From an optimization exercise on the open Yosys and OpenROAD flow, aimed at small area; shortcuts taken in it are not production practice. Function was checked by simulation only, so behaviour that the tests miss may differ from the original. No activity file was given, so power comes from the tool's default toggle rates.

<file path="design/flow/design.v">
module axi_gpio #(
    parameter int N_GPIOS = 32,
    parameter int AXI_ADDR_WIDTH = 12,
    parameter int AXI_DATA_WIDTH = 32
)(
   input aclk,
   input aresetn,
   input  logic [N_GPIOS-1:0] gpio_in_raw ,
   output logic [N_GPIOS-1:0] gpio_out,
   output logic irq,  
   output logic arready,
   input logic [AXI_ADDR_WIDTH-1:0] araddr,
   input logic arvalid,
   output logic [AXI_DATA_WIDTH-1:0] rdata,
   output logic [1:0] rresp,
   output logic rvalid,
   input logic rready,
   input logic wvalid,
   output logic wready,
   input logic [AXI_DATA_WIDTH-1:0] wdata,
   input logic [AXI_DATA_WIDTH/8-1:0] wstrb,
   input logic bready,
   output logic bvalid,
   output logic [1:0] bresp,
   output logic awready,
   input logic [AXI_ADDR_WIDTH-1:0] awaddr,
   input logic awvalid
);
  localparam logic [3:0] DIR_W      = 4'h0;
  localparam logic [3:0] OUT_W      = 4'h1;
  localparam logic [3:0] OUT_SET_W  = 4'h2;
  localparam logic [3:0] OUT_CLR_W  = 4'h3;
  localparam logic [3:0] IN_W       = 4'h4;
  localparam logic [3:0] IRQ_MASK_W = 4'h5;
  localparam logic [3:0] IRQ_STAT_W = 4'h6;
  localparam logic [3:0] IRQ_CLR_W  = 4'h7;
  localparam logic [3:0] EDGE_EN_W  = 4'h8;
  localparam logic [3:0] EDGE_POL_W = 4'h9;
  localparam logic [3:0] LVL_POL_W  = 4'hA;
  localparam logic [3:0] VERSION_W  = 4'hB;
  localparam logic [3:0] SCRATCH_W  = 4'hC;
  localparam logic [3:0] DEBOUNCE_W = 4'hD;
  logic [31:0] dir_q, out_q, irq_mask_q, irq_status_q;
  logic [31:0] edge_en_q, edge_npol_q, lvl_npol_q, scratch_q;
  wire [31:0] edge_pol_q = ~edge_npol_q;
  wire [31:0] lvl_pol_q = ~lvl_npol_q;
  logic [7:0]  debounce_cfg_q;
  logic [31:0] in_meta, in_sync, in_db_q, in_db_d;
  logic [7:0]  db_cnt [0:31];
  logic [3:0]  awcode_q;
  logic [31:0] wdata_q;
  logic [3:0]  wstrb_q;
  logic        clr_p1, clr_p2;    
  wire wr_apply = ~bvalid & ~awready & ~wready;
  always_ff @(posedge aclk) begin
    if (awready) awcode_q <= awaddr[5:2] | {4{|awaddr[11:6]}};
    if (wready) begin
      wdata_q <= wdata;
      wstrb_q <= wstrb;
    end
  end
  always_ff @(posedge aclk or negedge aresetn) begin
    if (!aresetn) begin
      awready <= 1'b1;
      wready  <= 1'b1;
      bvalid  <= 1'b0;
    end else begin
      if (awvalid & awready) awready <= 1'b0;
      if (wvalid & wready)   wready  <= 1'b0;
      if (wr_apply)          bvalid  <= 1'b1;
      if (bvalid & bready) begin
        bvalid  <= 1'b0;
        awready <= 1'b1;
        wready  <= 1'b1;
      end
    end
  end
  assign bresp = 2'b00;
  wire [31:0] bmask = {{8{wstrb_q[3]}}, {8{wstrb_q[2]}}, {8{wstrb_q[1]}}, {8{wstrb_q[0]}}};
  wire [31:0] w1    = wdata_q & bmask;
  wire wr_dir   = wr_apply & (awcode_q == DIR_W);
  wire wr_out   = wr_apply & (awcode_q == OUT_W);
  wire wr_set   = wr_apply & (awcode_q == OUT_SET_W);
  wire wr_clr   = wr_apply & (awcode_q == OUT_CLR_W);
  wire wr_mask  = wr_apply & (awcode_q == IRQ_MASK_W);
  wire wr_iclr  = wr_apply & (awcode_q == IRQ_CLR_W);
  wire wr_een   = wr_apply & (awcode_q == EDGE_EN_W);
  wire wr_epol  = wr_apply & (awcode_q == EDGE_POL_W);
  wire wr_lpol  = wr_apply & (awcode_q == LVL_POL_W);
  wire wr_scr   = wr_apply & (awcode_q == SCRATCH_W);
  wire wr_db    = wr_apply & (awcode_q == DEBOUNCE_W);
  always_ff @(posedge aclk or negedge aresetn) begin
    if (!aresetn) begin
      dir_q          <= '0;
      out_q          <= '0;
      irq_mask_q     <= '0;
      edge_en_q      <= '0;
      edge_npol_q    <= '0;
      lvl_npol_q     <= '0;
      scratch_q      <= '0;
      debounce_cfg_q <= '0;
      clr_p1         <= 1'b0;
      clr_p2         <= 1'b0;
    end else begin
      for (int i = 0; i < 32; i++) begin
        if (bmask[i]) begin
          if (wr_dir)  dir_q[i]      <= wdata_q[i];
          if (wr_out)  out_q[i]      <= wdata_q[i];
          if (wr_set & wdata_q[i]) out_q[i] <= 1'b1;
          if (wr_clr & wdata_q[i]) out_q[i] <= 1'b0;
          if (wr_mask) irq_mask_q[i] <= wdata_q[i];
          if (wr_een)  edge_en_q[i]  <= wdata_q[i];
          if (wr_epol) edge_npol_q[i] <= ~wdata_q[i];
          if (wr_lpol) lvl_npol_q[i]  <= ~wdata_q[i];
          if (wr_scr)  scratch_q[i]  <= wdata_q[i];
        end
      end
      if (wr_db & wstrb_q[0]) debounce_cfg_q <= wdata_q[7:0];
      clr_p1 <= wr_iclr;
      clr_p2 <= clr_p1;
    end
  end
  always_ff @(posedge aclk or negedge aresetn) begin
    if (!aresetn) begin
      in_meta <= '0;
      in_sync <= '0;
      in_db_q <= '0;
      in_db_d <= '0;
    end else begin
      in_meta <= gpio_in_raw;
      in_sync <= in_meta;
      in_db_d <= in_db_q;
      for (int i = 0; i < 32; i++)
        if ((in_sync[i] != in_db_q[i]) && ((debounce_cfg_q == 8'd0) || (db_cnt[i] >= debounce_cfg_q)))
          in_db_q[i] <= in_sync[i];
    end
  end
  always_ff @(posedge aclk) begin
    for (int i = 0; i < 32; i++) begin
      if ((in_sync[i] == in_db_q[i]) || (debounce_cfg_q == 8'd0) || (db_cnt[i] >= debounce_cfg_q))
        db_cnt[i] <= 8'd0;
      else
        db_cnt[i] <= db_cnt[i] + 8'd1;
    end
  end
  wire [31:0] rise = in_db_q & ~in_db_d;
  wire [31:0] fall = ~in_db_q & in_db_d;
  wire [31:0] edge_evt  = ((edge_pol_q & rise) | (~edge_pol_q & fall)) & edge_en_q;
  wire [31:0] level_evt = (in_db_q ~^ lvl_pol_q) & ~edge_en_q;
  wire [31:0] clr_mask  = clr_p2 ? w1 : 32'd0;
  always_ff @(posedge aclk or negedge aresetn) begin
    if (!aresetn) irq_status_q <= '0;
    else          irq_status_q <= (irq_status_q | edge_evt | level_evt) & ~clr_mask;
  end
  assign irq = |(irq_status_q & irq_mask_q);
  assign gpio_out = out_q & dir_q;
  always_ff @(posedge aclk or negedge aresetn) begin
    if (!aresetn) rvalid <= 1'b0;
    else if (arvalid & ~rvalid) rvalid <= 1'b1;
    else if (rready) rvalid <= 1'b0;
  end
  assign arready = ~rvalid;
  assign rresp   = 2'b00;
  logic [31:0] rd_mux;
  always_comb begin
    rd_mux = '0;
    if (araddr[11:6] == 6'd0) begin
      case (araddr[5:2])
        DIR_W:      rd_mux = dir_q;
        OUT_W,
        OUT_SET_W,
        OUT_CLR_W:  rd_mux = out_q;
        IN_W:       rd_mux = in_db_q;
        IRQ_MASK_W: rd_mux = irq_mask_q;
        IRQ_STAT_W: rd_mux = irq_status_q;
        EDGE_EN_W:  rd_mux = edge_en_q;
        EDGE_POL_W: rd_mux = edge_pol_q;
        LVL_POL_W:  rd_mux = lvl_pol_q;
        VERSION_W:  rd_mux = 32'h0001_0000;
        SCRATCH_W:  rd_mux = scratch_q;
        DEBOUNCE_W: rd_mux = {24'd0, debounce_cfg_q};
        default:    rd_mux = '0;
      endcase
    end
  end
  always_ff @(posedge aclk) begin
    if (~rvalid) rdata <= rd_mux;
  end
endmodule
</file>
<file path="design/flow/flow/run.sh">
#!/bin/bash
# Own layout flow:
#  1. the standard synthesis (standard.sh synth), unchanged;
#  2. the combinational cells of its netlist are re-mapped by ABC with
#     area-oriented scripts (several seeds, smallest kept); every flip-flop
#     instance (name, cell type) is kept, and each result is proven
#     equivalent to the standard netlist before it may be used;
#  3. the standard layout from that netlist, with input/output ports
#     buffered by buf_1 cells and a clock tree of clkbuf_8 leaf clusters
#     without dummy loads.
set -uo pipefail
here=$(pwd)
R=$here/orfs/results/$FLOW_PLATFORM/axi_gpio/base
export LIB=$FLOW_HOME/platforms/$FLOW_PLATFORM/lib/sky130_fd_sc_hd__tt_025C_1v80.lib

bash standard.sh synth > synth.log 2>&1 || exit 1

python3 flow/splitlib.py $LIB seq.lib comb.lib > splitlib.log 2>&1
DU=""
for c in $(sed -n '/DONT_USE_CELLS/,/^#/p' $FLOW_HOME/platforms/$FLOW_PLATFORM/config.mk | grep -o 'sky130_fd_sc_hd__[a-z0-9_]*'); do
  DU="$DU -dont_use $c"
done
export DU
cp $R/1_2_yosys.v 1_2_yosys_std.v

for t in s0 s7 s13 fast; do
  bash flow/remap.sh 1_2_yosys_std.v 1_2_yosys_$t.v flow/remap_$t.abc $t > remap_sh_$t.log 2>&1 &
done
wait
best=""; barea=""
for t in s0 s7 s13 fast; do
  [[ -s area_$t.txt ]] || continue
  a=$(cat area_$t.txt)
  if [[ -z "$best" ]] || awk "BEGIN{exit !($a < $barea)}"; then best=$t; barea=$a; fi
done
echo "remap choice: ${best:-none} area ${barea:-n/a}" > remap_choice.log
if [[ -n "$best" ]]; then
  cp 1_2_yosys_$best.v $R/1_2_yosys.v
  rm -f $R/1_synth.odb
fi

bash standard.sh \
  BUFFER_PORTS_ARGS="-buffer_cell sky130_fd_sc_hd__buf_1" \
  CTS_ARGS="-sink_clustering_enable -repair_clock_nets -dont_use_dummy_load -buf_list sky130_fd_sc_hd__clkbuf_8 -sink_clustering_size 14 -sink_clustering_max_diameter 80 -sink_buffer_max_cap_derate 1.0" \
  finish > finish.log 2>&1
</file>
<file path="design/flow/flow/remap.sh">
#!/bin/bash
# usage: remap.sh in.v out.v script.abc tag
# Re-maps the combinational cells of in.v with ABC; flip-flops are kept as
# they are (black boxes). Writes out.v and the log remap_<tag>.log.
in=$1; out=$2; scr=$3; tag=$4
cat > remap_$tag.ys <<EOF
read_liberty -lib seq.lib
read_liberty -ignore_miss_func comb.lib
read_verilog $in
hierarchy -top $FLOW_TOP
flatten
opt_clean -purge
abc -liberty $LIB $DU -script $scr
opt_clean -purge
splitnets
opt_clean -purge
hilomap -singleton -hicell sky130_fd_sc_hd__conb_1 HI -locell sky130_fd_sc_hd__conb_1 LO
insbuf -buf sky130_fd_sc_hd__buf_4 A X
rename -enumerate -pattern remap_%_ w:\\\$*
rename -enumerate -pattern remapc_%_ c:\\\$*
stat -liberty $LIB
write_verilog -noattr -noexpr -nohex -nodec $out
EOF
yosys -l remap_$tag.log -q remap_$tag.ys > /dev/null 2>&1 || exit 1
# formal check: the re-mapped netlist must equal the standard one
cat > equiv_$tag.ys <<EOF
read_liberty -ignore_miss_func seq.lib
read_liberty -ignore_miss_func comb.lib
read_verilog $in
rename $FLOW_TOP gold
read_verilog $out
rename $FLOW_TOP gate
flatten
opt_clean
async2sync
equiv_make gold gate equiv
hierarchy -top equiv
equiv_simple -seq 2
equiv_induct
equiv_status -assert
EOF
yosys -l equiv_$tag.log -q equiv_$tag.ys > /dev/null 2>&1 || exit 1
grep -q "Equivalence successfully proven" equiv_$tag.log || exit 1
grep "Chip area" remap_$tag.log | awk '{print $NF}' > area_$tag.txt
</file>
<file path="design/flow/flow/remap_fast.abc">
strash
dc2
dc2
dch -f
amap
topo
</file>
<file path="design/flow/flow/remap_s0.abc">
strash
&get -n
&deepsyn -J 50 -T 240 -S 0
&put
dch -f
amap -m -F 4 -A 10 -C 2000
topo
</file>
<file path="design/flow/flow/remap_s13.abc">
strash
&get -n
&deepsyn -J 50 -T 240 -S 13
&put
dch -f
amap -m -F 4 -A 10 -C 2000
topo
</file>
<file path="design/flow/flow/remap_s21.abc">
strash
&get -n
&deepsyn -J 50 -T 240 -S 21
&put
dch -f
amap -m -F 4 -A 10 -C 2000
topo
</file>
<file path="design/flow/flow/remap_s7.abc">
strash
&get -n
&deepsyn -J 50 -T 240 -S 7
&put
dch -f
amap -m -F 4 -A 10 -C 2000
topo
</file>
<file path="design/flow/flow/splitlib.py">
# Split the platform liberty into sequential cells (kept as black boxes)
# and combinational cells (read as logic so ABC can re-map them).
import re, sys
src, seq_out, comb_out = sys.argv[1:4]
t = open(src).read()
starts = [m.start() for m in re.finditer(r'\n\s*cell\s*\(', t)]
hdr = t[:starts[0]]
seq, comb = [], []
for s in starts:
    p = t.index('{', s); depth = 0
    while True:
        c = t[p]
        if c == '{': depth += 1
        elif c == '}':
            depth -= 1
            if depth == 0: break
        p += 1
    body = t[s:p + 1]
    (seq if re.search(r'\b(ff|latch|statetable)\s*\(', body) else comb).append(body)
open(seq_out, 'w').write(hdr + ''.join(seq) + '\n}\n')
open(comb_out, 'w').write(hdr + ''.join(comb) + '\n}\n')
</file>
<file path="design/flow/standard.sh">
#!/bin/bash
# synth_recipe.tcl (not shown) runs the flow's synth.tcl, then flattens the netlist and writes it again
# the make line also repeats each setting of config.mk as NAME=value (left out here)
make -C /OpenROAD-flow-scripts/flow DESIGN_CONFIG=/design/flow/config.mk WORK_HOME=/design/flow/orfs CLKGATE_MAP_FILE= SYNTH_SCRIPT=/design/flow/synth_recipe.tcl "${@:-finish}"
</file>
<file path="design/flow/config.mk">
export PLATFORM = sky130hd
export DESIGN_NAME = axi_gpio
export DESIGN_NICKNAME = axi_gpio
export VERILOG_FILES = /design/flow/design.v
export SDC_FILE = /design/flow/constraint.sdc
export NUM_CORES = 4
export LEC_CHECK = 0
export CAP_MARGIN = 5
export CORE_MARGIN = 2
export CORE_UTILIZATION = 40
export GPL_TIMING_DRIVEN = 0
export SLEW_MARGIN = 5
</file>
<file path="design/flow/constraint.sdc">
create_clock -name core_clock -period 5.0 [get_ports {aclk}]
set_input_delay 1.0000 -clock core_clock [delete_from_list [all_inputs] [get_ports {aclk}]]
set_output_delay 1.0000 -clock core_clock [all_outputs]
set_load 0.01 [all_outputs]
</file>
==> results of run 1 <==
-- per-layer routing --
metal,global-route usage (%),wire (um),vias to the layer above
met3,3.75,7510,184
met4,8.93,3350,0
met2,39.1,42900,1008
li1,-,-,11900
met5,0,0,-
met1,33.8,41000,12000
-- placed cells by master (no fill, tap or decap), types with 72 or more instances in the layout --
cell type,n
sky130_fd_sc_hd__clkinv_1,465
sky130_fd_sc_hd__nor2_1,426
sky130_fd_sc_hd__dfrtp_1,390
sky130_fd_sc_hd__o21ai_0,343
sky130_fd_sc_hd__dfxtp_1,256
sky130_fd_sc_hd__nand2_1,243
sky130_fd_sc_hd__o22ai_1,233
sky130_fd_sc_hd__buf_1,163
sky130_fd_sc_hd__a211oi_1,137
sky130_fd_sc_hd__a21oi_1,98
sky130_fd_sc_hd__a222oi_1,92
sky130_fd_sc_hd__o221ai_1,85
sky130_fd_sc_hd__edfxtp_1,72
-- area by class of cell --
class / count / area [um2] / area share [%]
inverters: 475 / 1800 / 5.42
well taps: 959 / 1200 / 3.63
clock buffers: 59 / 812 / 2.45
repair buffers: 207 / 1360 / 4.11
diodes: 1 / 2.50 / 0.00756
flip-flops and latches: 726 / 17300 / 52.1
multi-input cells: 1902 / 10600 / 32.2
plain buffers: 4 / 30.0 / 0.0907
-- power groups by stage --
stage,Combinational (mW),Sequential (mW),Clock (mW)
6_report,3.13,7.29,2.94
4_1_cts,3.11,7.29,3.01
2_1_floorplan,2.06,7.14,0
3_3_place_gp,2.89,7.49,0
5_1_grt,3.51,7.39,3.22
3_5_place_dp,3.10,7.42,0
-- path summary, 6_finish.rpt --
kind / slack (ps) / to / startpoint
min in group core_clock: 340 / in_sync[19] / in_meta[19]
max in group asynchronous: 3200 / in_sync[4] / aresetn
worst min register to register: 340 / in_sync[19] / in_meta[19]
worst max-delay path: 850 / db_cnt[4][2] / debounce_cfg_q[2]
worst max register to register: 850 / db_cnt[4][2] / debounce_cfg_q[2]
worst min-delay path: 170 / in_sync[21] / aresetn
-- through the flow --
step           setup WS, ps  instances  hold slack [ps]
2_1_floorplan           575       3107              331
5_1_grt                 612       4333              146
3_5_place_dp            328       4273              335
4_1_cts                 905       4332              121
3_3_place_gp         -18880       4230              331
6_report                853       4333              169
==> results.py, run 1 <==
metrics = {
    "logic_synthesis": {
        "mean_post_synth_cell_area_um2": 9.54,
        "synth_warnings": 2,
        "mappedNetlistArea_um2": 29600,
        "syn-instance-count": 3104,
    },
    "critical_path": {
        "timing.critical_path.from_type": "register",
        "criticalPathCategory": "reg2reg",
        "timing.critical_path.cells": "buf_12 > clkinv_2 > o221ai_1 > o221ai_1 > o221ai_1 > o221ai_1 > o21ai_0 > o21a_1 > o22ai_1 > a211oi_1 > o21ai_0 > nor2_1",
        "worst-r2r-cell-count": 12,
        "timing.critical_path.to_type": "register",
        "bufs_and_invs_on_worst_path": 2,
        "critical_path_peak_fanout": 39,
        "cp_num_cells": 12,
        "critPathMostFrequentCell": "sky130_fd_sc_hd__o221ai_1",
        "arrival_ps": 4730,
        "kind_of_cell_adding_the_most_delay_to_the_critical_path": "compound AO/OA/AOI/OAI gates",
        "timing.critical_path.slowest_stage_cell": "sky130_fd_sc_hd__clkinv_2",
        "max_stage_delay_ps": 730,
        "critPathRequiredTime_ps": 5590,
    },
    "routing": {
        "avgRoutedWirePerCell_um": 21.9,
        "ant_nets": 0,
        "drc_violation_total_after_the_first_tritonroute_iteration": 2777,
        "via_count_of_the_routed_design": 25100,
        "residual_drc": 0,
        "route.final.wire_length_mm": 94.8,
        "drt_pre_antenna_iters": 9,
        "viasPerCell": 5.80,
    },
    "global_routing": {
        "first_global_vias": 23400,
        "antenna_found_initial": 1,
        "grt_overall_usage_pct": 24.5,
        "grt_max_degree": 42,
        "grt_overflow_total": 0,
        "first_pass_grt_wire_length_mm": 143,
    },
    "final_layout": {
        "finalNetCount": 3474,
        "filler_cell_count": 7058,
        "largest-register": "db_cnt",
        "postLayoutCellArea_um2": 33100,
        "post-route-util_pct": 45.3,
        "share_of_final_layout_standard_cells_stronger_than_drive_strength_1_pct": 4.00,
        "area_delta_synth_final_pct": 11.7,
        "flip_flop_count_of_the_largest_register_after_layout": 256,
    },
    "job": {
        "max_cap_violations": 0,
    },
    "clock_network": {
        "clk-insertion-delay-late_ps": 720,
        "cts_repair_resize_count": 0,
        "cts_root_buffer": "sky130_fd_sc_hd__clkbuf_8",
        "clk_sinks": 726,
        "htree_levels": 2,
        "cts_hold_buf": 0,
        "numCtsBuffers": 59,
        "clock_tree_from_tritoncts": "built",
        "cts-root-to-sink-buffers": 3,
        "postCtsSetupRepairBufs": 0,
        "clk_pin_slew_worst_paths_ps": 90,
    },
    "pwr": {
        "p_int_mw": 8.68,
        "sw_frac_of_total_pct": 35.1,
        "power.sequential.fraction_pct": 54.6,
        "switchingPower_mw": 4.69,
        "power.static_leakage_nw": 11.7,
        "p_comb_share_pct": 23.5,
        "power.density_cell_area_nw_per_um2": 404,
        "clock_power_share_pct": 22.0,
        "total_power_mw": 13.4,
        "max-vdd-ir-drop_mv": 0.217,
    },
    "timing": {
        "period_share_pct": 82.9,
        "timing_max_transition_violations_final": 0,
        "setup_viol": 0,
        "relSlewSlack_pct": 10.2,
        "fin_worst_skew_ps": 80.6,
        "timing.fmax_mhz": 241,
        "transition_time_of_the_tightest_slew_check_pin_ps": 1350,
        "final-hold-violation-count": 0,
        "grt_setup_unrepaired": "false",
        "min_period_ps": 4150,
        "final.setup.tns_ps": 0,
    },
    "floorplanning": {
        "ioPinCount": 173,
        "row_count": 99,
        "dieWidth_um": 276,
        "chipHeight_um": 276,
        "floorplan.initialDensity_pct": 40.5,
        "die-area_um2": 76300,
        "floorplan.core_area_um2": 73100,
    },
    "hold_path": {
        "worst_hold_path_type": "in2async",
    },
    "placement": {
        "place.gp.congestion": 0.832,
        "dp.final_hpwl_mm": 64.1,
        "io_buffer_count": 164,
        "placement.cell_area_um2": 32300,
    },
    "status": {
        "outcome": "complete, no violations",
    },
}
==> run 2: changes to the inputs <==
--- a/design/flow/config.mk
+++ b/design/flow/config.mk
@@ -8,5 +8,4 @@
 export CAP_MARGIN = 5
 export CORE_MARGIN = 2
 export CORE_UTILIZATION = 40
-export GPL_TIMING_DRIVEN = 0
 export SLEW_MARGIN = 5
==> run 2 against run 1 <==
Against the previous run:
- non-clock buffer count is 7 higher
- synthesized cell count stayed put
- hold slack gained 100 ps
- design area is 1.2% lower
- routed wire length up 0.87%
- fmax is 10% higher
- via count is 0.54% higher
- critical path depth down 8
- combinational power rose by 4%
- critical path type is now reg2out
- largest cell class unchanged
==> results.py, run 2 <==
metrics = {
    "status": {
        "outcome": "complete, no violations",
    },
    "routing": {
        "residual_drc": 0,
        "route.final.wire_length_mm": 95.6,
        "drc_violation_total_after_the_first_tritonroute_iteration": 2718,
        "avgRoutedWirePerCell_um": 22.0,
        "viasPerCell": 5.82,
        "ant_nets": 0,
        "drt_pre_antenna_iters": 8,
        "via_count_of_the_routed_design": 25300,
    },
    "pwr": {
        "max-vdd-ir-drop_mv": 0.206,
        "power.static_leakage_nw": 11.6,
        "power.density_cell_area_nw_per_um2": 408,
        "total_power_mw": 13.4,
    },
    "final_layout": {
        "largest-register": "db_cnt",
        "layout.cells.most_common_list": "sky130_fd_sc_hd__clkinv_1, sky130_fd_sc_hd__nor2_1, sky130_fd_sc_hd__dfrtp_1",
        "finalNetCount": 3480,
        "layout_commonest_cell": "sky130_fd_sc_hd__clkinv_1",
        "share_of_final_layout_standard_cells_stronger_than_drive_strength_1_pct": 3.79,
        "filler_cell_count": 7132,
        "area_delta_synth_final_pct": 10.4,
        "flip_flop_count_of_the_largest_register_after_layout": 256,
    },
    "critical_path": {
        "critPathRequiredTime_ps": 4000,
        "worst-r2r-cell-count": 7,
        "timing.critical_path.from_type": "register",
        "critical_path_peak_fanout": 3,
        "timing.critical_path.to_type": "primary output",
        "critical_path.reg2reg.startpoint": "awready",
        "criticalPathCategory": "reg2out",
        "arrival_ps": 2760,
        "crit-reg2reg-capture": "edge_npol_q[10]",
        "ff_to_ff_setup_slack_ps": 1340,
    },
    "logic_synthesis": {
        "syn-instance-count": 3104,
        "mean_post_synth_cell_area_um2": 9.54,
        "synth_warnings": 2,
        "mappedNetlistArea_um2": 29600,
    },
    "timing": {
        "timing.fmax_mhz": 266,
        "relSlewSlack_pct": 18.9,
        "period_share_pct": 75.2,
        "min_period_ps": 3760,
        "fin_worst_skew_ps": 54.9,
        "setup_viol": 0,
        "grt_setup_unrepaired": "false",
        "transition_time_of_the_tightest_slew_check_pin_ps": 1220,
        "final.setup.tns_ps": 0,
        "final-hold-violation-count": 0,
        "timing_max_transition_violations_final": 0,
    },
    "floorplanning": {
        "die-area_um2": 76300,
        "floorplan.core_area_um2": 73100,
        "ioPinCount": 173,
        "floorplan.initialDensity_pct": 40.5,
        "dieWidth_um": 276,
        "row_count": 99,
        "chipHeight_um": 276,
    },
    "clock_network": {
        "clock_tree_from_tritoncts": "built",
        "numCtsBuffers": 58,
        "cts_root_buffer": "sky130_fd_sc_hd__clkbuf_8",
        "cts-root-to-sink-buffers": 3,
        "htree_levels": 2,
        "cts_hold_buf": 0,
        "clk_pin_slew_worst_paths_ps": 90,
        "postCtsSetupRepairBufs": 0,
        "clk_sinks": 726,
        "cts_repair_resize_count": 0,
        "clk-insertion-delay-late_ps": 720,
    },
    "global_routing": {
        "antenna_found_initial": 2,
        "first_pass_grt_wire_length_mm": 144,
        "grt_overall_usage_pct": 24.6,
        "grt_overflow_total": 0,
        "grt_max_degree": 129,
        "first_global_vias": 23400,
    },
    "job": {
        "max_cap_violations": 0,
    },
    "placement": {
        "place.gp.congestion": 0.886,
        "dp.final_hpwl_mm": 63.7,
        "io_buffer_count": 164,
    },
    "hold_path": {
        "worst_hold_path_type": "in2async",
    },
}
run 2: changes by cell type in the layout (fill, tap and decap cells not counted), sizes merged:
cell	previous run	this run
buf	211	217
clkinv	475	473
inv	0	2
run 2: area by class of cell:
type	instances	area (um2)	area share (%)
sequential	726	17300	52.7
multi-input combinational	1902	10600	32.5
inverter	475	1780	5.45
tap	959	1200	3.67
timing repair buffer	218	1060	3.25
clock buffer	58	798	2.44
antenna	1	2.50	0.00765
run 2: metal layers:
layer / vias up / global-route usage (%) / wire (um)
met1: 12100 / 33.8 / 41100
met2: 1074 / 38.6 / 42800
met5: - / 0 / 20
met3: 232 / 4.34 / 7790
met4: 4 / 10.1 / 3900
li1: 11900 / - / -
run 2: per-stage QoR:
| stage | util (%) | cell area (um2) | hold slack [ps] | std cells | setup WS [ps] |
|---|---|---|---|---|---|
| floorplan | - | 29600 | 331 | 3107 | 575 |
| global placement | 43.7 | 31900 | 333 | 4280 | 1450 |
| detailed placement | 43.7 | 31900 | 335 | 4280 | 1420 |
| CTS | 44.8 | 32700 | 239 | 4338 | 1230 |
| global route | 44.8 | 32700 | 263 | 4338 | 1130 |
| finish | 44.8 | 32700 | 272 | 4339 | 1240 |
run 2: worst max-delay path by stage:
stage / start / end / slack (ps)
CTS: irq_status_q[19] / irq / 1230
global route: irq_status_q[11] / irq / 1130
global placement: araddr[4] / rdata[9] / 1450
detailed placement: araddr[4] / rdata[9] / 1420
finish: irq_status_q[23] / irq / 1240
floorplan: araddr[4] / rdata[16] / 580
run 2: worst max-delay path, stage by stage, from the launching register on:
cell and delay [ps]:
sky130_fd_sc_hd__dfrtp_1 450, sky130_fd_sc_hd__a22oi_1 530, sky130_fd_sc_hd__nand4_1 280, sky130_fd_sc_hd__or4_1 620, sky130_fd_sc_hd__buf_1 170
run 2: power breakdown:
part | total [mW] | internal [mW] | switching (mW)
clock | 2.93 | 1.03 | 1.90
combinational | 3.25 | 1.03 | 2.22
sequential | 7.18 | 6.56 | 0.613
==> run 3: changes to the inputs <==
--- a/design/flow/config.mk
+++ b/design/flow/config.mk
@@ -8,4 +8,5 @@
 export CAP_MARGIN = 5
 export CORE_MARGIN = 2
 export CORE_UTILIZATION = 40
+export PLACE_DENSITY = 0.85
 export SLEW_MARGIN = 5
==> run 3 against run 2 <==
Against the previous run:
- global-route usage decreased by 1.3 points
- clock power decreased by 2%
- fmax down 2.0%
- synthesized cell count unchanged
- first-iteration DRC count increased by 59%
- routed wire length down 4.0%
- largest power group unchanged
- hold slack improved by 80 ps
- critical path type unchanged
- synthesized area is the same
- register-to-register slack lost 150 ps
- non-clock buffer count down 5
- flip-flop and latch count unchanged
- sequential share of layout area increased by 0.069 points
==> results.py, run 3 <==
metrics = {
    "status": {
        "outcome": "complete, no violations",
    },
    "timing": {
        "grt_setup_unrepaired": "false",
        "final-hold-violation-count": 0,
        "min_period_ps": 3830,
        "timing.fmax_mhz": 261,
        "timing_max_transition_violations_final": 0,
        "holdWs_ps": 352,
        "period_share_pct": 76.7,
        "final.setup.tns_ps": 0,
        "transition_time_of_the_tightest_slew_check_pin_ps": 1190,
        "relSlewSlack_pct": 20.5,
        "setup_viol": 0,
        "fin_worst_skew_ps": 85.8,
    },
    "routing": {
        "drc_violation_total_after_the_first_tritonroute_iteration": 4311,
        "via_count_of_the_routed_design": 26300,
        "drt_pre_antenna_iters": 10,
        "route.final.wire_length_mm": 91.8,
        "residual_drc": 0,
        "ant_nets": 0,
        "avgRoutedWirePerCell_um": 21.2,
        "viasPerCell": 6.08,
    },
    "hold_path": {
        "hold_start": "in_meta[8]",
        "worstHoldPathCells": 0,
        "worst_hold_path_type": "reg2reg",
        "min_delay_worst_endpoint": "in_sync[8]",
    },
    "clock_network": {
        "postCtsSetupRepairBufs": 0,
        "clk_pin_slew_worst_paths_ps": 90,
        "numCtsBuffers": 57,
        "clk_sinks": 726,
        "cts_root_buffer": "sky130_fd_sc_hd__clkbuf_8",
        "cts_repair_resize_count": 0,
        "cts_hold_buf": 0,
        "clock_tree_from_tritoncts": "built",
        "cts-root-to-sink-buffers": 3,
        "htree_levels": 2,
        "clk-insertion-delay-late_ps": 720,
    },
    "pwr": {
        "switchingPower_mw": 4.68,
        "power.sequential.fraction_pct": 54.0,
        "clock_power_share_pct": 21.5,
        "max-vdd-ir-drop_mv": 0.369,
        "p_int_mw": 8.61,
        "sw_frac_of_total_pct": 35.2,
        "power.density_cell_area_nw_per_um2": 407,
        "p_comb_share_pct": 24.5,
        "power.static_leakage_nw": 11.5,
    },
    "critical_path": {
        "timing.critical_path.from_type": "register",
        "critical_path.reg2reg.startpoint": "bvalid",
        "criticalPathCategory": "reg2out",
        "critPathRequiredTime_ps": 4000,
        "ff_to_ff_setup_slack_ps": 1190,
        "critical_path_peak_fanout": 3,
        "arrival_ps": 2830,
        "worst-r2r-cell-count": 7,
        "timing.critical_path.to_type": "primary output",
        "crit-reg2reg-capture": "lvl_npol_q[7]",
    },
    "final_layout": {
        "layout.cells.most_common_list": "sky130_fd_sc_hd__clkinv_1, sky130_fd_sc_hd__nor2_1, sky130_fd_sc_hd__dfrtp_1",
        "flip_flop_count_of_the_largest_register_after_layout": 256,
        "layoutNonFillerInstCount": 4336,
        "layout.area.seq_um2": 17200,
        "filler_cell_count": 6764,
        "multi_input_gate_area_in_the_final_layout_um2": 10600,
        "finalNetCount": 3474,
        "layout_commonest_cell": "sky130_fd_sc_hd__clkinv_1",
        "share_of_final_layout_standard_cells_stronger_than_drive_strength_1_pct": 3.56,
        "largest-register": "db_cnt",
        "area_delta_synth_final_pct": 10.3,
    },
    "floorplanning": {
        "chipHeight_um": 276,
        "dieWidth_um": 276,
        "floorplan.core_area_um2": 73100,
        "die-area_um2": 76300,
        "ioPinCount": 173,
        "row_count": 99,
        "floorplan.initialDensity_pct": 40.5,
    },
    "placement": {
        "dp.final_hpwl_mm": 62.7,
        "dpl.cell_count": 4275,
        "place.gp.congestion": 0.975,
        "io_buffer_count": 164,
    },
    "logic_synthesis": {
        "mean_post_synth_cell_area_um2": 9.54,
        "mappedNetlistArea_um2": 29600,
        "synth_warnings": 2,
        "syn-instance-count": 3104,
    },
    "global_routing": {
        "grt_max_degree": 106,
        "antenna_found_initial": 3,
        "first_global_vias": 24700,
        "grt_overflow_total": 0,
        "first_pass_grt_wire_length_mm": 140,
        "grt_overall_usage_pct": 23.3,
    },
    "job": {
        "max_cap_violations": 0,
    },
}
-- run 3: per-layer routing --
layer	up-vias	GRT usage (%)	routed length, um
met1	12300	30.1	34200
met4	4	11.5	4890
met5	-	0.250	36
li1	11900	-	-
met2	1750	35.4	39500
met3	378	7.54	13100
-- run 3: worst max-delay path by stage --
stage	startpoint	slack, ps	to
floorplan	araddr[4]	580	rdata[16]
global placement	araddr[4]	1460	rdata[25]
detailed placement	araddr[4]	1420	rdata[25]
CTS	irq_status_q[30]	1250	irq
global route	irq_status_q[30]	1140	irq
finish	irq_status_q[30]	1170	irq
-- run 3: area by class of cell --
class                      instances  share of cell area (%)
antenna                            4                  0.0306
clock buffer                      57                    2.40
inverter                         475                    5.46
multi-input combinational       1902                    32.5
sequential                       726                    52.8
tap                              959                    3.67
timing repair buffer             213                    3.14
-- run 3: power by group through the flow --
stage	Combinational [mW]	Sequential (mW)	Clock (mW)
5_1_grt	3.59	7.25	3.10
6_report	3.26	7.17	2.86
2_1_floorplan	2.06	7.14	0
4_1_cts	3.18	7.15	2.90
3_3_place_gp	3.09	7.24	0
3_5_place_dp	3.17	7.27	0
-- run 3: critical path: stages, from the launching register on --
cell                      delay (ps)
sky130_fd_sc_hd__dfrtp_1         480
sky130_fd_sc_hd__a22oi_1         390
sky130_fd_sc_hd__nand4_1         340
sky130_fd_sc_hd__or4_1           730
sky130_fd_sc_hd__buf_1           190
-- run 3: per-stage QoR --
| step | util (%) | area [um2] | power [mW] | setup slack, ps |
|---|---|---|---|---|
| after floorplan | - | 29600 | 9.21 | 575 |
| after global placement | 43.6 | 31900 | 10.3 | 1460 |
| after detailed placement | 43.6 | 31900 | 10.4 | 1420 |
| after CTS | 44.7 | 32700 | 13.2 | 1250 |
| after global routing | 44.7 | 32700 | 13.9 | 1140 |
| final | 44.7 | 32700 | 13.3 | 1170 |
==> run 4: changes to the inputs <==
==> design/flow/config.mk (replaced) <==
export PLATFORM = sky130hd
export DESIGN_NAME = axi_gpio
export DESIGN_NICKNAME = axi_gpio
export VERILOG_FILES = /design/flow/design.v
export SDC_FILE = /design/flow/constraint.sdc
export NUM_CORES = 4
export LEC_CHECK = 0
export CAP_MARGIN = 20
export CORE_MARGIN = 2
export CORE_UTILIZATION = 60
export SLEW_MARGIN = 20
==> run 4 against run 3 <==
Against the previous run:
- fmax down 4.5%
- cell count down 6.8%
- highest routed layer is now met4
- hold slack worse by 1.7 ps
- routed wire length up 3.0%
- largest power group unchanged
==> results.py, run 4 <==
metrics = {
    "global_routing": {
        "grt_overall_usage_pct": 37.2,
        "grt_max_degree": 98,
        "first_pass_grt_wire_length_mm": 142,
        "first_global_vias": 24700,
        "grt_overflow_total": 0,
        "antenna_found_initial": 2,
    },
    "pwr": {
        "sw_frac_of_total_pct": 35.3,
        "p_int_mw": 8.62,
        "power.sequential.fraction_pct": 53.4,
        "power.static_leakage_nw": 11.6,
        "switchingPower_mw": 4.71,
        "clock_power_share_pct": 21.6,
        "max-vdd-ir-drop_mv": 0.325,
        "power.density_cell_area_nw_per_um2": 412,
        "p_comb_share_pct": 25.0,
    },
    "final_layout": {
        "finalNetCount": 3478,
        "postLayoutCellArea_um2": 32300,
        "largest-register": "db_cnt",
        "flip_flop_count_of_the_largest_register_after_layout": 256,
        "share_of_final_layout_standard_cells_stronger_than_drive_strength_1_pct": 3.67,
        "layout_commonest_cell": "sky130_fd_sc_hd__clkinv_1",
        "layout.cells.most_common_list": "sky130_fd_sc_hd__clkinv_1, sky130_fd_sc_hd__nor2_1, sky130_fd_sc_hd__dfrtp_1",
        "layoutNonFillerInstCount": 4043,
        "area_delta_synth_final_pct": 9.19,
    },
    "placement": {
        "io_buffer_count": 164,
        "dp.final_hpwl_mm": 61.7,
        "place.gp.congestion": 0.933,
        "placement.cell_area_um2": 31600,
        "dpl.cell_count": 3984,
    },
    "routing": {
        "drc_violation_total_after_the_first_tritonroute_iteration": 3279,
        "ant_nets": 0,
        "drt_pre_antenna_iters": 8,
        "residual_drc": 0,
        "via_count_of_the_routed_design": 26100,
        "viasPerCell": 6.47,
        "route.final.wire_length_mm": 94.5,
        "avgRoutedWirePerCell_um": 23.4,
    },
    "status": {
        "outcome": "complete, no violations",
    },
    "floorplanning": {
        "chipHeight_um": 226,
        "row_count": 81,
        "die-area_um2": 51200,
        "ioPinCount": 173,
        "floorplan.core_area_um2": 48800,
        "floorplan.initialDensity_pct": 60.6,
        "dieWidth_um": 226,
    },
    "clock_network": {
        "cts_repair_resize_count": 0,
        "numCtsBuffers": 57,
        "clk-insertion-delay-late_ps": 700,
        "clock_tree_from_tritoncts": "built",
        "cts_hold_buf": 0,
        "cts-root-to-sink-buffers": 3,
        "cts_root_buffer": "sky130_fd_sc_hd__clkbuf_8",
        "htree_levels": 2,
        "postCtsSetupRepairBufs": 0,
        "clk_sinks": 726,
        "clk_pin_slew_worst_paths_ps": 100,
    },
    "timing": {
        "fin_worst_skew_ps": 19.8,
        "final.setup.tns_ps": 0,
        "timing.fmax_mhz": 249,
        "grt_setup_unrepaired": "false",
        "setup_viol": 0,
        "holdWs_ps": 350,
        "timing_max_transition_violations_final": 0,
        "final-hold-violation-count": 0,
        "period_share_pct": 80.3,
        "min_period_ps": 4010,
        "transition_time_of_the_tightest_slew_check_pin_ps": 1150,
        "relSlewSlack_pct": 23.3,
    },
    "critical_path": {
        "critical_path_peak_fanout": 3,
        "timing.critical_path.cells": "a222oi_1 > nand3_1 > or4_1 > buf_1",
        "max_stage_delay_ps": 930,
        "timing.critical_path.to_type": "primary output",
        "arrival_ps": 3010,
        "criticalPathCategory": "reg2out",
        "bufs_and_invs_on_worst_path": 1,
        "timing.critical_path.from_type": "register",
        "critPathRequiredTime_ps": 4000,
        "kind_of_cell_adding_the_most_delay_to_the_critical_path": "compound AO/OA/AOI/OAI gates",
        "timing.critical_path.slowest_stage_cell": "sky130_fd_sc_hd__a222oi_1",
    },
    "logic_synthesis": {
        "synth_warnings": 2,
        "syn-instance-count": 3104,
        "mean_post_synth_cell_area_um2": 9.54,
        "mappedNetlistArea_um2": 29600,
    },
    "job": {
        "max_cap_violations": 0,
    },
    "hold_path": {
        "worst_hold_path_type": "reg2reg",
    },
}
==> run 4: cell types whose count changed in the layout (fill, tap and decap cells not counted) <==
| cell | before | now |
|---|---|---|
| sky130_fd_sc_hd__or2_1 | 0 | 1 |
| sky130_fd_sc_hd__buf_4 | 46 | 48 |
| sky130_fd_sc_hd__buf_12 | 3 | 5 |
| sky130_fd_sc_hd__or2_0 | 9 | 8 |
| sky130_fd_sc_hd__diode_2 | 4 | 2 |
==> run 4: per-layer routing <==
metal	wire [um]	vias up	global-route usage, %	part of all wire, %
li1	-	11900	-	-
met1	36800	12500	49.1	39
met2	42900	1440	58.0	45
met3	9610	306	7.23	10
met4	5210	0	20.4	5.5
met5	0	-	0	0
==> run 4: through the flow <==
stage,power (mW),util (%),setup slack [ps]
global placement,10.4,64.6,1540
floorplan,9.21,-,575
finish,13.3,66.2,986
CTS,13.3,66.2,986
detailed placement,10.5,64.6,1440
global route,14.0,66.2,1030
==> run 4: final timing paths <==
path,from,endpoint,slack (ps),cells past startpoint
max in group asynchronous,aresetn,in_db_d[5],3580,2
setup / recovery,irq_status_q[12],irq,990,4
hold / removal,in_meta[5],in_sync[5],350,0
hold reg to reg,in_meta[5],in_sync[5],350,0
setup reg to reg,bvalid,edge_npol_q[10],1310,7
min in group asynchronous,aresetn,in_meta[25],360,1
==> run 4: cell type report <==
type                            instances  area [um2]
Antenna cell                            2        5.00
Clock buffer                           57         785
Timing Repair Buffer                  217        1080
Tap cell                              664         831
Fill cell                            3991       16500
Sequential cell                       726       17200
Multi-Input combinational cell       1902       10600
Inverter                              475        1780
==> run 4: power groups by stage <==
| stage | clock network [mW] | logic (mW) | registers (mW) |
|---|---|---|---|
| finish | 2.88 | 3.34 | 7.12 |
| global route | 3.15 | 3.67 | 7.19 |
| CTS | 2.92 | 3.27 | 7.11 |
| detailed placement | 0 | 3.25 | 7.23 |
| global placement | 0 | 3.16 | 7.19 |
| floorplan | 0 | 2.06 | 7.14 |
==> run 5: changes to the inputs <==
--- a/design/flow/config.mk
+++ b/design/flow/config.mk
@@ -7,5 +7,5 @@
 export LEC_CHECK = 0
 export CAP_MARGIN = 20
 export CORE_MARGIN = 2
-export CORE_UTILIZATION = 60
+export CORE_UTILIZATION = 40
 export SLEW_MARGIN = 20
==> run 5 against run 4 <==
Against the previous run:
- still clean
- cell count rose by 7.3%
- worst setup slack improved by 260 ps
- register-to-register slack improved by 80 ps
- sequential share of layout area fell by 0.63 points
- synthesized area did not move
- critical path depth did not move
- via count fell by 3.3%
- combinational power fell by 2%
- clock power rose by 1%
- flip-flop and latch count did not move
- clock skew rose by 37 ps
- die area rose by 49%
- highest routed layer is now met5
==> results.py, run 5 <==
metrics = {
    "status": {
        "outcome": "complete, no violations",
    },
    "hold_path": {
        "worst_hold_path_type": "in2async",
    },
    "timing": {
        "relSlewSlack_pct": 23.7,
        "transition_time_of_the_tightest_slew_check_pin_ps": 1140,
        "final.setup.tns_ps": 0,
        "timing.fmax_mhz": 266,
        "holdWs_ps": 271,
        "fin_worst_skew_ps": 56.3,
        "min_period_ps": 3760,
        "grt_setup_unrepaired": "false",
        "final-hold-violation-count": 0,
        "setup_viol": 0,
        "period_share_pct": 75.1,
        "timing_max_transition_violations_final": 0,
    },
    "floorplanning": {
        "floorplan.initialDensity_pct": 40.5,
        "dieWidth_um": 276,
        "row_count": 99,
        "floorplan.core_area_um2": 73100,
        "die-area_um2": 76300,
        "chipHeight_um": 276,
        "ioPinCount": 173,
    },
    "clock_network": {
        "numCtsBuffers": 58,
        "clk_pin_slew_worst_paths_ps": 100,
        "cts_hold_buf": 0,
        "htree_levels": 2,
        "clk-insertion-delay-late_ps": 720,
        "clock_tree_from_tritoncts": "built",
        "cts_root_buffer": "sky130_fd_sc_hd__clkbuf_8",
        "cts-root-to-sink-buffers": 3,
        "clk_sinks": 726,
        "cts_repair_resize_count": 0,
        "postCtsSetupRepairBufs": 0,
    },
    "routing": {
        "avgRoutedWirePerCell_um": 22.0,
        "via_count_of_the_routed_design": 25300,
        "route.final.wire_length_mm": 95.6,
        "drc_violation_total_after_the_first_tritonroute_iteration": 2789,
        "ant_nets": 0,
        "drt_pre_antenna_iters": 6,
        "residual_drc": 0,
        "viasPerCell": 5.83,
    },
    "pwr": {
        "power.sequential.fraction_pct": 53.7,
        "power.density_cell_area_nw_per_um2": 408,
        "power.static_leakage_nw": 11.6,
        "p_comb_share_pct": 24.4,
        "p_int_mw": 8.63,
        "switchingPower_mw": 4.73,
        "sw_frac_of_total_pct": 35.4,
        "max-vdd-ir-drop_mv": 0.206,
        "clock_power_share_pct": 21.9,
        "total_power_mw": 13.4,
    },
    "final_layout": {
        "postLayoutCellArea_um2": 32700,
        "layout.cells.most_common_list": "sky130_fd_sc_hd__clkinv_1, sky130_fd_sc_hd__nor2_1, sky130_fd_sc_hd__dfrtp_1",
        "largest-register": "db_cnt",
        "layout_commonest_cell": "sky130_fd_sc_hd__clkinv_1",
        "share_of_final_layout_standard_cells_stronger_than_drive_strength_1_pct": 3.82,
        "post-route-util_pct": 44.8,
        "layout.area.seq_um2": 17300,
        "flip_flop_count_of_the_largest_register_after_layout": 256,
        "antenna_cells": 0,
        "finalNetCount": 3481,
        "filler_cell_count": 7130,
        "multi_input_gate_area_in_the_final_layout_um2": 10600,
        "area_delta_synth_final_pct": 10.5,
    },
    "placement": {
        "place.gp.congestion": 0.886,
        "io_buffer_count": 164,
        "placement.cell_area_um2": 31900,
        "dp.final_hpwl_mm": 63.7,
    },
    "logic_synthesis": {
        "synth_warnings": 2,
        "mean_post_synth_cell_area_um2": 9.54,
        "syn-instance-count": 3104,
        "mappedNetlistArea_um2": 29600,
    },
    "global_routing": {
        "antenna_found_initial": 2,
        "first_pass_grt_wire_length_mm": 144,
        "first_global_vias": 23400,
        "grt_overflow_total": 0,
        "grt_overall_usage_pct": 24.6,
        "grt_max_degree": 129,
    },
    "critical_path": {
        "arrival_ps": 2760,
        "critical_path_peak_fanout": 3,
        "timing.critical_path.from_type": "register",
        "timing.critical_path.to_type": "primary output",
        "critPathRequiredTime_ps": 4000,
        "criticalPathCategory": "reg2out",
    },
    "job": {
        "max_cap_violations": 0,
    },
}
[run 5: cell types whose count changed in the layout (fill, tap and decap cells not counted), sizes merged]
cell	previous run	this run
clkinv	474	473
clkbuf	58	59
diode	2	0
buf	216	218
inv	1	2
[run 5: final timing paths]
kind,startpoint,endpoint,slack (ps),cells past startpoint
setup / recovery,irq_status_q[19],irq,1240,4
hold / removal,aresetn,dir_q[21],270,1
setup reg to reg,awready,edge_npol_q[10],1390,7
hold reg to reg,in_meta[10],in_sync[10],350,0
max in group asynchronous,aresetn,debounce_cfg_q[7],3570,2
min in group core_clock,in_meta[10],in_sync[10],350,0
[run 5: critical path, stage by stage (launching register included)]
cell and delay [ps]:
sky130_fd_sc_hd__dfrtp_1 450, sky130_fd_sc_hd__a222oi_1 670, sky130_fd_sc_hd__nand3_1 150, sky130_fd_sc_hd__or4_1 610, sky130_fd_sc_hd__buf_1 170
[run 5: final cells by class]
cell class | count | share of cell area (%)
sequential | 726 | 52.7
multi-input combinational | 1902 | 32.4
inverter | 475 | 5.45
tap | 959 | 3.67
timing repair buffer | 219 | 3.33
clock buffer | 58 | 2.44
[run 5: metrics by stage]
step,worst slack (ps),cells
floorplan,575,3107
global placement,1450,4280
detailed placement,1420,4280
CTS,1230,4338
global route,1130,4339
finish,1240,4339
[run 5: metal layers]
| metal | routed length, um | vias to the layer above | track usage (%) |
|---|---|---|---|
| met2 | 42600 | 1061 | 38.6 |
| met3 | 7810 | 237 | 4.34 |
| met4 | 4120 | 4 | 10.1 |
| met5 | 20 | - | 0 |
| met1 | 41100 | 12100 | 33.8 |
| li1 | - | 11900 | - |
[run 5: power groups by stage]
| stage | clock [mW] | sequential (mW) | combinational, mW |
|---|---|---|---|
| after global routing | 3.23 | 7.26 | 3.62 |
| after global placement | 0 | 7.29 | 3.21 |
| after floorplan | 0 | 7.14 | 2.06 |
| after detailed placement | 0 | 7.30 | 3.24 |
| final | 2.92 | 7.17 | 3.26 |
| after CTS | 3.03 | 7.17 | 3.25 |
==> run 6: changes to the inputs <==
==> design/flow/config.mk (replaced) <==
export PLATFORM = sky130hd
export DESIGN_NAME = axi_gpio
export DESIGN_NICKNAME = axi_gpio
export VERILOG_FILES = /design/flow/design.v
export SDC_FILE = /design/flow/constraint.sdc
export NUM_CORES = 4
export LEC_CHECK = 0
export CAP_MARGIN = 5
export CORE_MARGIN = 2
export CORE_UTILIZATION = 70
export PLACE_DENSITY = 0.8
export SLEW_MARGIN = 5
==> run 6 against run 5 <==
Against the previous run:
- still clean
- global-route usage up 17 points
- combinational power hardly changed
- clock power decreased by 3%
- sequential share of layout area up 1.0 points
- synthesized area stayed put
- hold slack better by 74 ps
- fmax down 2.1%
- clock skew decreased by 16 ps
- non-clock buffer count fell by 6
- critical path type is now reg2reg
==> results.py, run 6 <==
metrics = {
    "clock_network": {
        "clk_sinks": 726,
        "clock_tree_from_tritoncts": "built",
        "numCtsBuffers": 57,
        "postCtsSetupRepairBufs": 0,
        "cts-root-to-sink-buffers": 3,
        "clk_pin_slew_worst_paths_ps": 100,
        "cts_root_buffer": "sky130_fd_sc_hd__clkbuf_8",
        "clk-insertion-delay-late_ps": 710,
        "cts_hold_buf": 0,
        "cts_repair_resize_count": 0,
        "htree_levels": 2,
    },
    "pwr": {
        "p_int_mw": 8.62,
        "p_comb_share_pct": 24.8,
        "power.density_cell_area_nw_per_um2": 413,
        "switchingPower_mw": 4.65,
        "sw_frac_of_total_pct": 35.0,
        "power.static_leakage_nw": 11.5,
        "total_power_mw": 13.3,
        "clock_power_share_pct": 21.2,
        "power.sequential.fraction_pct": 53.9,
        "max-vdd-ir-drop_mv": 0.431,
    },
    "final_layout": {
        "postLayoutCellArea_um2": 32100,
        "layoutNonFillerInstCount": 3915,
        "finalNetCount": 3474,
        "layout.cells.most_common_list": "sky130_fd_sc_hd__clkinv_1, sky130_fd_sc_hd__nor2_1, sky130_fd_sc_hd__dfrtp_1",
        "area_delta_synth_final_pct": 8.45,
        "post-route-util_pct": 76.8,
        "layout_commonest_cell": "sky130_fd_sc_hd__clkinv_1",
        "largest-register": "db_cnt",
        "share_of_final_layout_standard_cells_stronger_than_drive_strength_1_pct": 3.59,
        "flip_flop_count_of_the_largest_register_after_layout": 256,
    },
    "critical_path": {
        "criticalPathCategory": "reg2reg",
        "critical_path_peak_fanout": 27,
        "timing.critical_path.to_type": "register",
        "arrival_ps": 4420,
        "critPathRequiredTime_ps": 5580,
        "timing.critical_path.from_type": "register",
    },
    "placement": {
        "dpl.cell_count": 3855,
        "placement.setup.worst_slack_ps": 1370,
        "placement.cell_area_um2": 31300,
        "io_buffer_count": 164,
        "place.gp.congestion": 0.951,
        "dp.final_hpwl_mm": 59.8,
    },
    "floorplanning": {
        "dieWidth_um": 210,
        "floorplan.initialDensity_pct": 70.8,
        "chipHeight_um": 210,
        "die-area_um2": 44000,
        "floorplan.core_area_um2": 41900,
        "ioPinCount": 173,
        "row_count": 75,
    },
    "timing": {
        "fin_worst_skew_ps": 40.6,
        "grt_setup_unrepaired": "false",
        "transition_time_of_the_tightest_slew_check_pin_ps": 1080,
        "timing.fmax_mhz": 261,
        "final-hold-violation-count": 0,
        "setup_slack_ps": 1160,
        "holdWs_ps": 344,
        "timing_max_transition_violations_final": 0,
        "period_share_pct": 76.8,
        "relSlewSlack_pct": 28.3,
        "setup_viol": 0,
        "final.setup.tns_ps": 0,
        "min_period_ps": 3840,
    },
    "global_routing": {
        "grt_max_degree": 104,
        "grt_overall_usage_pct": 41.3,
        "first_pass_grt_wire_length_mm": 138,
        "first_global_vias": 25400,
        "grt_overflow_total": 0,
        "antenna_found_initial": 4,
    },
    "routing": {
        "drt_pre_antenna_iters": 8,
        "drc_violation_total_after_the_first_tritonroute_iteration": 4145,
        "via_count_of_the_routed_design": 26600,
        "route.final.wire_length_mm": 91.5,
        "residual_drc": 0,
        "ant_nets": 0,
        "avgRoutedWirePerCell_um": 23.4,
        "viasPerCell": 6.80,
    },
    "logic_synthesis": {
        "synth_warnings": 2,
        "mean_post_synth_cell_area_um2": 9.54,
        "syn-instance-count": 3104,
        "mappedNetlistArea_um2": 29600,
    },
    "hold_path": {
        "worst_hold_path_type": "reg2reg",
    },
    "job": {
        "max_cap_violations": 0,
    },
    "status": {
        "outcome": "complete, no violations",
    },
}
[run 6: critical path: stages, from the launching register on]
cell	delay [ps]
sky130_fd_sc_hd__dfrtp_2	1030
sky130_fd_sc_hd__clkinv_1	210
sky130_fd_sc_hd__buf_4	340
sky130_fd_sc_hd__o22ai_1	210
sky130_fd_sc_hd__o221ai_1	130
sky130_fd_sc_hd__o21ai_0	130
sky130_fd_sc_hd__a21oi_1	60
sky130_fd_sc_hd__o22ai_1	160
sky130_fd_sc_hd__o21ai_0	100
sky130_fd_sc_hd__o21ai_0	100
sky130_fd_sc_hd__a21oi_1	70
sky130_fd_sc_hd__a221oi_1	240
sky130_fd_sc_hd__o21bai_1	210
sky130_fd_sc_hd__o221ai_1	390
sky130_fd_sc_hd__a211oi_1	310
[run 6: area by class of cell]
type | count | area (um2)
tap | 539 | 674
clock buffer | 57 | 785
multi-input combinational | 1902 | 10600
timing repair buffer | 213 | 1010
antenna | 3 | 7.51
fill | 2973 | 9720
inverter | 475 | 1780
sequential | 726 | 17300
[run 6: power by group through the flow]
stage	Clock [mW]	Sequential, mW	Combinational, mW
floorplan	0	7.14	2.06
global placement	0	7.22	3.05
detailed placement	0	7.25	3.18
CTS	2.84	7.13	3.20
global route	3.03	7.23	3.59
finish	2.82	7.15	3.29
[run 6: worst paths after layout]
kind                                    from            end  slack (ps)  cells after the start
hold / removal                    in_meta[2]     in_sync[2]         340                      0
max in group asynchronous            aresetn     in_meta[2]        3550                      2
hold reg to reg                   in_meta[2]     in_sync[2]         340                      0
setup reg to reg           debounce_cfg_q[1]  db_cnt[27][4]        1160                     14
setup / recovery           debounce_cfg_q[1]  db_cnt[27][4]        1160                     14
min in group asynchronous            aresetn     in_meta[9]         350                      1
[run 6: per-layer routing]
layer | track usage, % | wire length (um) | vias up | share of wire (%)
met1 | 55.6 | 33600 | 12600 | 37
met3 | 10.6 | 12700 | 378 | 14
met5 | 0 | 24 | - | 0.026
li1 | - | - | 11800 | -
met2 | 61.7 | 39600 | 1841 | 43
met4 | 23.3 | 5560 | 4 | 6.1
==> run 7: changes to the inputs <==
--- a/design/flow/config.mk
+++ b/design/flow/config.mk
@@ -7,6 +7,6 @@
 export LEC_CHECK = 0
 export CAP_MARGIN = 5
 export CORE_MARGIN = 2
-export CORE_UTILIZATION = 70
-export PLACE_DENSITY = 0.8
+export CORE_UTILIZATION = 75
+export PLACE_DENSITY = 0.92
 export SLEW_MARGIN = 5
==> run 7 against run 6 <==
Against the previous run:
- non-clock buffer count grew 5
- synthesized cell count is the same
- sequential power barely moved
- cell count decreased by 0.36%
- routed wire length grew 4.5%
- combinational power rose by 4%
- clock power about the same
- synthesized area unchanged
- sequential share of layout area shrank 0.077 points
- total power increased by 1.2%
- critical endpoint is now lvl_npol_q[12]
- largest cell class unchanged
- largest power group unchanged
==> results.py, run 7 <==
metrics = {
    "logic_synthesis": {
        "mappedNetlistArea_um2": 29600,
        "syn-instance-count": 3104,
        "synth_warnings": 2,
        "mean_post_synth_cell_area_um2": 9.54,
    },
    "final_layout": {
        "layoutNonFillerInstCount": 3901,
        "postLayoutCellArea_um2": 32200,
        "post-route-util_pct": 82.9,
        "filler_cell_count": 2321,
        "area_delta_synth_final_pct": 8.60,
        "layout.cells.most_common_list": "sky130_fd_sc_hd__clkinv_1, sky130_fd_sc_hd__nor2_1, sky130_fd_sc_hd__dfrtp_1",
        "finalNetCount": 3479,
        "layout.area.seq_um2": 17200,
        "largest-register": "db_cnt",
        "layout_commonest_cell": "sky130_fd_sc_hd__clkinv_1",
        "share_of_final_layout_standard_cells_stronger_than_drive_strength_1_pct": 3.70,
        "multi_input_gate_area_in_the_final_layout_um2": 10600,
        "flip_flop_count_of_the_largest_register_after_layout": 256,
    },
    "critical_path": {
        "max_stage_delay_ps": 1030,
        "arrival_ps": 4420,
        "critical_path_peak_fanout": 9,
        "criticalPathCategory": "reg2reg",
        "timing.critical_path.cells": "clkinv_1 > nand3_1 > or3_1 > or3_1 > nor2_1 > clkinv_1 > o22ai_1",
        "critPathRequiredTime_ps": 5580,
        "timing.critical_path.slowest_stage_cell": "sky130_fd_sc_hd__nor2_1",
        "timing.critical_path.from_type": "register",
        "timing.critical_path.to_type": "register",
    },
    "global_routing": {
        "first_pass_grt_wire_length_mm": 148,
        "grt_max_degree": 109,
        "grt_overflow_total": 0,
        "grt_overall_usage_pct": 47.0,
        "first_global_vias": 27500,
        "antenna_found_initial": 6,
    },
    "placement": {
        "io_buffer_count": 164,
        "dp.final_hpwl_mm": 62.6,
        "dpl.cell_count": 3838,
        "place.gp.congestion": 0.959,
        "placement.setup.worst_slack_ps": 1610,
        "placement.cell_area_um2": 31400,
    },
    "routing": {
        "viasPerCell": 7.07,
        "drc_violation_total_after_the_first_tritonroute_iteration": 5044,
        "avgRoutedWirePerCell_um": 24.5,
        "via_count_of_the_routed_design": 27600,
        "drt_pre_antenna_iters": 11,
        "residual_drc": 0,
        "route.final.wire_length_mm": 95.6,
        "ant_nets": 0,
    },
    "hold_path": {
        "worst_hold_path_type": "in2async",
    },
    "clock_network": {
        "cts_hold_buf": 0,
        "clk-insertion-delay-late_ps": 700,
        "cts_root_buffer": "sky130_fd_sc_hd__clkbuf_8",
        "postCtsSetupRepairBufs": 0,
        "clk_sinks": 726,
        "clock_tree_from_tritoncts": "built",
        "htree_levels": 2,
        "clk_pin_slew_worst_paths_ps": 90,
        "numCtsBuffers": 57,
        "cts-root-to-sink-buffers": 3,
        "cts_repair_resize_count": 0,
    },
    "floorplanning": {
        "dieWidth_um": 203,
        "row_count": 72,
        "chipHeight_um": 203,
        "floorplan.core_area_um2": 38800,
        "ioPinCount": 173,
        "floorplan.initialDensity_pct": 76.3,
        "die-area_um2": 41100,
    },
    "pwr": {
        "max-vdd-ir-drop_mv": 0.309,
        "total_power_mw": 13.4,
        "power.static_leakage_nw": 11.6,
        "power.density_cell_area_nw_per_um2": 417,
    },
    "timing": {
        "period_share_pct": 76.8,
        "setup_slack_ps": 1160,
        "holdWs_ps": 292,
        "timing.fmax_mhz": 260,
        "final.setup.tns_ps": 0,
        "setup_viol": 0,
        "relSlewSlack_pct": 11.7,
        "fin_worst_skew_ps": 31.3,
        "timing_max_transition_violations_final": 0,
        "grt_setup_unrepaired": "false",
        "final-hold-violation-count": 0,
        "min_period_ps": 3840,
        "transition_time_of_the_tightest_slew_check_pin_ps": 1320,
    },
    "job": {
        "max_cap_violations": 0,
    },
    "status": {
        "outcome": "complete, no violations",
    },
}
==> run 7: changes by cell type in the layout (fill, tap and decap cells not counted), sizes merged <==
cell and delta:
buf +5, diode +2
==> run 7: path summary, 6_finish.rpt <==
kind,from,endpoint,slack (ps),cells after the start
max reg2reg,awready,lvl_npol_q[12],1160,7
min in group core_clock,in_meta[7],in_sync[7],350,0
min reg2reg,in_meta[7],in_sync[7],350,0
max in group asynchronous,aresetn,out_q[31],3750,2
max,awready,lvl_npol_q[12],1160,7
min,aresetn,in_db_q[21],290,1
==> run 7: cell type report <==
| class | instances | share of cell area (%) |
|---|---|---|
| multi-input cells | 1902 | 33.0 |
| diodes | 5 | 0.0389 |
| well taps | 518 | 2.01 |
| flip-flops and latches | 726 | 53.6 |
| repair buffers | 218 | 3.35 |
| inverters | 475 | 5.54 |
| clock buffers | 57 | 2.44 |
==> run 7: where the power goes <==
part | leakage [nW] | switching (mW) | internal [mW] | total (mW)
logic | 3.30 | 2.37 | 1.03 | 3.41
registers | 7.85 | 0.606 | 6.56 | 7.17
clock network | 0.410 | 1.83 | 1.02 | 2.85
total | 11.6 | 4.81 | 8.61 | 13.4
==> run 7: metal layers <==
layer | track usage, % | share of wire [%] | wire length (um)
met3 | 13.7 | 14 | 13400
met4 | 33.8 | 7.9 | 7560
met2 | 71.0 | 44 | 42200
met5 | 0.238 | 0.022 | 21
met1 | 58.5 | 34 | 32400
==> run 7: critical path, delay by kind of cell (launching register included) <==
kind                   cells  cell delay [ps]
AO/OA/AOI/OAI              1              330
flip-flops                 1              420
buffers and inverters      2              930
AND/OR/NAND/NOR            4             2040
==> run 8: changes to the inputs <==
--- a/design/flow/flow/run.sh
+++ b/design/flow/flow/run.sh
@@ -41,5 +41,5 @@
 
 bash standard.sh \
   BUFFER_PORTS_ARGS="-buffer_cell sky130_fd_sc_hd__buf_1" \
-  CTS_ARGS="-sink_clustering_enable -repair_clock_nets -dont_use_dummy_load -buf_list sky130_fd_sc_hd__clkbuf_8 -sink_clustering_size 14 -sink_clustering_max_diameter 80 -sink_buffer_max_cap_derate 1.0" \
+  CTS_ARGS="-sink_clustering_enable -repair_clock_nets -dont_use_dummy_load -buf_list sky130_fd_sc_hd__clkbuf_16 -sink_clustering_size 28 -sink_clustering_max_diameter 100 -sink_buffer_max_cap_derate 1.0" \
   finish > finish.log 2>&1
==> design/flow/config.mk (replaced) <==
export PLATFORM = sky130hd
export DESIGN_NAME = axi_gpio
export DESIGN_NICKNAME = axi_gpio
export VERILOG_FILES = /design/flow/design.v
export SDC_FILE = /design/flow/constraint.sdc
export NUM_CORES = 4
export LEC_CHECK = 0
export CAP_MARGIN = 20
export CORE_MARGIN = 2
export CORE_UTILIZATION = 40
export SLEW_MARGIN = 20
==> run 8 against run 7 <==
Against the previous run:
- global-route usage decreased by 23 points
- fmax increased by 2.2%
- hold slack improved by 41 ps
- synthesized area unchanged
- clock-buffer cell count decreased by 26
- routed wire length decreased by 0.73%
- critical endpoint is now edge_npol_q[12]
- largest power group unchanged
==> results.py, run 8 <==
metrics = {
    "clock_network": {
        "htree_levels": 1,
        "clk-insertion-delay-late_ps": 640,
        "clk_sinks": 726,
        "cts_repair_resize_count": 0,
        "clk_pin_slew_worst_paths_ps": 110,
        "cts_root_buffer": "sky130_fd_sc_hd__clkbuf_16",
        "numCtsBuffers": 31,
    },
    "critical_path": {
        "criticalPathCategory": "reg2reg",
        "timing.critical_path.to_type": "register",
        "crit-reg2reg-capture": "edge_npol_q[12]",
        "timing.critical_path.cells": "clkinv_1 > nand3_1 > or3_1 > or3_1 > nor2_1 > clkinv_1 > o21ai_0",
        "ff_to_ff_setup_slack_ps": 1240,
        "kind_of_cell_adding_the_most_delay_to_the_critical_path": "simple AND/OR/NAND/NOR gates",
        "critical_path_peak_fanout": 10,
        "timing.critical_path.from_type": "register",
        "timing.critical_path.slowest_stage_cell": "sky130_fd_sc_hd__nor2_1",
        "critPathRequiredTime_ps": 5530,
        "bufs_and_invs_on_worst_path": 2,
        "max_stage_delay_ps": 840,
        "arrival_ps": 4290,
        "worst-r2r-cell-count": 7,
    },
    "floorplanning": {
        "floorplan.core_area_um2": 73100,
        "row_count": 99,
        "ioPinCount": 173,
        "floorplan.initialDensity_pct": 40.5,
        "chipHeight_um": 276,
        "dieWidth_um": 276,
    },
    "final_layout": {
        "multi_input_gate_area_in_the_final_layout_um2": 10600,
        "filler_cell_count": 7099,
        "layout_commonest_cell": "sky130_fd_sc_hd__clkinv_1",
        "layoutNonFillerInstCount": 4313,
        "finalNetCount": 3454,
        "layout.cells.most_common_list": "sky130_fd_sc_hd__clkinv_1, sky130_fd_sc_hd__nor2_1, sky130_fd_sc_hd__dfrtp_1",
        "flip_flop_count_of_the_largest_register_after_layout": 256,
        "largest-register": "db_cnt",
        "area_delta_synth_final_pct": 10.4,
    },
    "pwr": {
        "power.density_cell_area_nw_per_um2": 408,
        "p_comb_share_pct": 24.4,
        "clock_power_share_pct": 21.9,
        "switchingPower_mw": 4.65,
        "max-vdd-ir-drop_mv": 0.287,
        "power.sequential.fraction_pct": 53.7,
        "p_int_mw": 8.71,
        "sw_frac_of_total_pct": 34.8,
    },
    "timing": {
        "final.setup.tns_ps": 0,
        "period_share_pct": 75.2,
        "transition_time_of_the_tightest_slew_check_pin_ps": 1100,
        "setup_viol": 0,
        "timing_max_transition_violations_final": 0,
        "min_period_ps": 3760,
        "fin_worst_skew_ps": 37.7,
        "holdWs_ps": 334,
        "grt_setup_unrepaired": "false",
    },
    "global_routing": {
        "first_global_vias": 23200,
        "grt_max_degree": 129,
        "antenna_found_initial": 2,
        "first_pass_grt_wire_length_mm": 143,
    },
    "routing": {
        "residual_drc": 0,
        "drt_pre_antenna_iters": 7,
        "avgRoutedWirePerCell_um": 22.0,
        "via_count_of_the_routed_design": 25200,
        "drc_violation_total_after_the_first_tritonroute_iteration": 2790,
    },
    "placement": {
        "dp.final_hpwl_mm": 63.7,
        "io_buffer_count": 164,
        "place.gp.congestion": 0.886,
    },
    "hold_path": {
        "worst_hold_path_type": "in2async",
    },
    "logic_synthesis": {
        "mappedNetlistArea_um2": 29600,
        "synth_warnings": 2,
        "mean_post_synth_cell_area_um2": 9.54,
    },
    "status": {
        "outcome": "complete, no violations",
    },
    "job": {
        "max_cap_violations": 0,
    },
}
## run 8: how the worst max path moves through the flow
| stage | start | end | slack (ps) | cells past startpoint |
|---|---|---|---|---|
| CTS | irq_status_q[19] | irq | 1330 | 4 |
| floorplan | araddr[4] | rdata[16] | 580 | 3 |
| finish | awready | edge_npol_q[12] | 1240 | 7 |
| global placement | araddr[4] | rdata[9] | 1450 | 7 |
| detailed placement | araddr[4] | rdata[9] | 1420 | 7 |
| global route | irq_status_q[11] | irq | 1220 | 4 |
## run 8: stage by stage
stage / power [mW] / worst slack, ps / utilization (%) / cell area (um2)
5_1_grt: 14.1 / 1220 / 44.8 / 32700
4_1_cts: 13.4 / 1330 / 44.7 / 32700
3_5_place_dp: 10.5 / 1420 / 43.7 / 31900
2_1_floorplan: 9.21 / 575 / - / 29600
3_3_place_gp: 10.5 / 1450 / 43.7 / 31900
6_report: 13.4 / 1240 / 44.8 / 32700
## run 8: final cells by class
class / instances / area share (%)
Sequential cell: 726 / 52.7
Multi-Input combinational cell: 1902 / 32.5
Inverter: 475 / 5.45
Tap cell: 959 / 3.67
Timing Repair Buffer: 219 / 3.33
Clock buffer: 31 / 2.37
Antenna cell: 1 / 0.00765
## run 8: per-layer routing
layer	vias to the layer above	track usage [%]	wire, um
met1	12100	33.9	40900
met2	1026	38.9	42700
met4	4	8.28	3860
met5	-	0	22
li1	11800	-	-
met3	209	3.45	7400
## run 8: power groups by stage
stage          sequential (mW)  combinational, mW  clock (mW)
2_1_floorplan             7.14               2.06           0
3_3_place_gp              7.29               3.21           0
3_5_place_dp              7.30               3.24           0
4_1_cts                   7.17               3.25        3.00
5_1_grt                   7.26               3.62        3.20
6_report                  7.18               3.26        2.92

Setup slack of run 8, layout unchanged: 1.241 ns with ideal ports, 1.241 ns with driving cells assumed (clock clkbuf_16, inputs buf_2), 1.193 ns with port delays also shifted by the 0.690 ns mid clock arrival.
